This design comes from an exercise in tuning for small area and a short achievable clock period on the open sky130 flow, not from production work.
The RTL was checked by simulation tests, not by an equivalence proof against the original design.

## run A
Design cpu2, start of the top module:
module cpu2(
    input clk, rst_n,
    output hlt,
    output [15:0] pc,
    output [15:0] imem_addr,
    input [15:0] imem_data,
    output [15:0] dmem_addr,
    output [15:0] dmem_wdata,
    output dmem_we,
    input [15:0] dmem_rdata
);
    reg [15:0] pc_r;
    reg [15:0] if_inst, if_pc;
    reg [15:0] ex_inst, ex_pc, ex_rd1, ex_rd2;
    reg        ex_rfw, ex_stall, ex_flush;
    reg        ex_sub, ex_bimm;                    
    reg        ex_s1x, ex_s1m, ex_s1r, ex_s2x, ex_s2m, ex_s2r;
    reg        ex_spc;
    reg        ex_btk, ex_brtk;                    
    reg [2:0]  flags;
    reg        mem_rfw, mem_dmw, mem_mtr, mem_hlt, mem_m3;
    reg [3:0]  mem_wr;
    reg [15:0] mem_res, mem_sd;
    reg        wb_rfw, wb_hlt;
    reg [3:0]  wb_wr;
    reg [15:0] wb_data;
    wire [3:0] ex_op    = ex_inst[15:12];
    wire [3:0] ex_wr    = ex_inst[11:8];
    wire       ex_is_ld = (ex_op == 4'h8);
    wire       ex_is_st = (ex_op == 4'h9);
    wire       ex_br    = ex_op[3] & ex_op[2];           
    wire [3:0] ex_rr2   = ex_is_st ? ex_inst[11:8] : ex_inst[3:0];
    wire       ex_flagset = ex_rfw & ~ex_op[3] & ~(ex_op[1] & ex_op[0]);
    wire [15:0] id_inst = ex_flush ? 16'h0000 : if_inst;
    wire [15:0] id_pc   = if_pc;
    wire [3:0]  op      = id_inst[15:12];
    wire id_is_st  = (op == 4'h9);
    wire id_lb0    = op[3] & ~op[2] & op[1];             
    wire id_is_b   = (op == 4'hC);
    wire id_is_br  = (op == 4'hD);
    wire id_is_hlt = (op == 4'hF);
    wire id_rfw    = ~(id_is_st | id_is_b | id_is_br | id_is_hlt);
    wire [3:0] rr1 = id_lb0 ? id_inst[11:8] : id_inst[7:4];
    wire [3:0] rr2 = id_is_st ? id_inst[11:8] : id_inst[3:0];
  ...
clock: 11.0 ns
lec_check: 0
cap_margin: 5
core_margin: 2
core_utilization: 65
place_density: 0.72
slew_margin: 5
standard.sh (not shown) runs the stock make flow with config.mk's settings and CLKGATE_MAP_FILE= SYNTH_SCRIPT=/design/flow/synth_recipe.tcl, a recipe that flattens the netlist after the stock synthesis.
==> flow/flow/run.sh <==
#!/bin/bash
# The standard layout (standard synthesis, floorplan, placement, CTS,
# routing) with a tighter timing-repair target and a leaner clock tree and
# port buffers. The clock period and constraints are the design's own.
#  - repair_timing aims for SETUP_SLACK_MARGIN ns of setup slack
#  - CTS builds from clkbuf_4/clkbuf_8 in clusters of up to 12 sinks, without
#    dummy loads
#  - every input and output port still gets its own buffer (buf_1)
set -euo pipefail
bash standard.sh \
  SETUP_SLACK_MARGIN=6.15 \
  "CTS_ARGS=-sink_clustering_enable -repair_clock_nets -dont_use_dummy_load -sink_clustering_size 12 -sink_clustering_max_diameter 70 -buf_list {sky130_fd_sc_hd__clkbuf_4 sky130_fd_sc_hd__clkbuf_8}" \
  "BUFFER_PORTS_ARGS=-buffer_cell sky130_fd_sc_hd__buf_1" \
  finish > standard_flow.log 2>&1
Run A: full flow OK, the timing, DRC and antenna checks passed
Changes in run B relative to run A:
# run A
export LEC_CHECK = 0
export CAP_MARGIN = 5
export CORE_MARGIN = 2
export CORE_UTILIZATION = 65
export PLACE_DENSITY = 0.72
export SLEW_MARGIN = 5
create_clock -name core_clock -period 11.0 [get_ports {clk}]
# run B
export LEC_CHECK = 0
export CAP_MARGIN = 20
export CORE_MARGIN = 2
export CORE_UTILIZATION = 65
export PLACE_DENSITY = 0.72
export SLEW_MARGIN = 20
create_clock -name core_clock -period 11.0 [get_ports {clk}]
==> comparison <==
Changes observed in run B relative to run A: cell area comparable; met2 wirelength from detailed routing moved up; maximum clock skew at final layout moved down.
Any difference in fraction of the core area covered by cells at the end of the flow between run A and run B is small enough to ignore.
[compare] base=run A new=run B: least setup slack across all paths after layout closely matched the old numbers; highest attainable clock frequency closely matched the old numbers.

* * *

cpu2, a different RTL version from the one above (not shown whole).
For scale: ~2200 cells after synthesis, about 100 I/O pins.
Design cpu2, start of the top module:
module cpu2(
    input clk, rst_n,
    output hlt,
    output [15:0] pc,
    output [15:0] imem_addr,
    input [15:0] imem_data,
    output [15:0] dmem_addr,
    output [15:0] dmem_wdata,
    output dmem_we,
    input [15:0] dmem_rdata
);
    reg [15:0] pc_r;
    reg [15:0] if_inst, if_pc;
    reg [15:0] ex_inst, ex_pc, ex_rd1, ex_rd2;
    reg        ex_rfw, ex_stall, ex_flush;
    reg        ex_sub, ex_bimm;                    
    reg        ex_s1x, ex_s1m, ex_s1r, ex_s2x, ex_s2m, ex_s2r;
    reg        ex_spc;
    reg        ex_btk, ex_brtk;                    
    reg [2:0]  flags;
    reg        mem_rfw, mem_dmw, mem_mtr, mem_hlt, mem_m3;
    reg [3:0]  mem_wr;
    reg [15:0] mem_res, mem_sd;
    reg        wb_hlt;
    reg [15:0] wb_data;
    wire [3:0] ex_op    = ex_inst[15:12];
    wire [3:0] ex_wr    = ex_inst[11:8];
    wire       ex_is_ld = (ex_op == 4'h8);
    wire       ex_is_st = (ex_op == 4'h9);
    wire       ex_br    = ex_op[3] & ex_op[2];           
    wire [3:0] ex_rr2   = ex_is_st ? ex_inst[11:8] : ex_inst[3:0];
    wire       ex_flagset = ex_rfw & ~ex_op[3] & ~(ex_op[1] & ex_op[0]);
    wire [15:0] id_inst = ex_flush ? 16'h0000 : if_inst;
    wire [15:0] id_pc   = if_pc;
    wire [3:0]  op      = id_inst[15:12];
    wire id_is_st  = (op == 4'h9);
    wire id_lb0    = op[3] & ~op[2] & op[1];             
    wire id_is_b   = (op == 4'hC);
    wire id_is_br  = (op == 4'hD);
    wire id_is_hlt = (op == 4'hF);
    wire id_rfw    = ~(id_is_st | id_is_b | id_is_br | id_is_hlt);
    wire [3:0] rr1 = id_lb0 ? id_inst[11:8] : id_inst[7:4];
    wire [3:0] rr2 = id_is_st ? id_inst[11:8] : id_inst[3:0];
    wire stall = (ex_is_ld & ((ex_wr == rr1) | (ex_wr == rr2))) |
                 ((id_is_b | id_is_br) & ex_flagset);
    wire f1x = id_rfw & (rr1 == ex_wr);
    wire f1m = id_rfw & (rr1 == mem_wr);
    wire f2x = id_rfw & (rr2 == ex_wr);
  ...
Settings: LEC_CHECK=0, CAP_MARGIN=20, CORE_MARGIN=2, CORE_UTILIZATION=65, PLACE_DENSITY=0.72, SLEW_MARGIN=20; clock period 11.0 ns.
==> flow/flow/run.sh <==
#!/bin/bash
# The standard layout (standard synthesis, floorplan, placement, CTS,
# routing) with these changes to how the layout is made; the clock period and
# constraints are the design's own:
#  - repair_timing aims for SETUP_SLACK_MARGIN ns of setup slack
#  - CTS builds from clkbuf_4/clkbuf_8 in clusters of up to 12 sinks, without
#    dummy loads
#  - every input and output port still gets its own buffer (buf_1)
#  - after placement, flow/fix_rst.tcl moves the dmem_we gate's rst_n input
#    from the first buffer of the reset tree onto the rst_n port buffer's net
set -euo pipefail
ARGS=(
  SETUP_SLACK_MARGIN=6.4
  "CTS_ARGS=-sink_clustering_enable -repair_clock_nets -dont_use_dummy_load -sink_clustering_size 12 -sink_clustering_max_diameter 70 -buf_list {sky130_fd_sc_hd__clkbuf_4 sky130_fd_sc_hd__clkbuf_8}"
  "BUFFER_PORTS_ARGS=-buffer_cell sky130_fd_sc_hd__buf_1"
)
bash standard.sh "${ARGS[@]}" place > standard_flow_place.log 2>&1
PLACE_ODB=orfs/results/${FLOW_PLATFORM}/cpu2/base/3_place.odb \
  openroad -no_init -exit flow/fix_rst.tcl > fix_rst.log 2>&1
bash standard.sh "${ARGS[@]}" finish > standard_flow_finish.log 2>&1
Other scripts of this flow, unchanged in this note and not shown: flow/flow/fix_rst.tcl
The baseline produced a clean layout.
Edit:
--- a/flow/flow/run.sh
+++ b/flow/flow/run.sh
@@ -13 +13 @@
-  SETUP_SLACK_MARGIN=6.4
+  SETUP_SLACK_MARGIN=6.35
Die area stays the same.
Via count rises slightly.
Synthesized cell count does not change.
Design area barely changes.
Clock skew rises by 4.5 ps.
First-iteration DRC count falls by a few percent.

==> static timing again, ports no longer ideal <==
In the flow no input, the clock included, has a driving cell. The finished layouts below were timed again as built, in two steps. Step 1 assumes that a clkbuf_16 drives the clock port and a buf_2 every other input. Step 2 moves the port delays by t, midway between the first and last clock arrival at a register: inputs arrive t later, outputs are due t later. That takes back most of the time a late clock gives input paths. Three values: ideal, step 1, step 2; two values: the first two.
| run | shift t [ns] | slack for setup (ns) | worst hold slack (ns) | worst slew at a driven data input, ns | cell pins on the clock port's net |
|---|---|---|---|---|---|
| run A | 0.681 | 6.191 / 6.159 / 6.159 | 0.349 / 0.349 / 0.349 | 0.06 | 1 |
| run B | 0.679 | 6.188 / 6.157 / 6.157 | 0.347 / 0.347 / 0.347 | 0.06 | 1 |
| the first run of note 2 | 0.686 | 6.266 / 6.233 / 6.233 | 0.358 / 0.358 / 0.358 | 0.09 | 1 |
| the second run of note 2 | 0.688 | 6.265 / 6.233 / 6.233 | 0.361 / 0.361 / 0.361 | 0.08 | 1 |
After both steps every run listed still meets setup and hold. For the first run of note 2, which loses most, drivers alone change the setup slack by -0.033 ns; drivers and shift together by -0.033 ns.
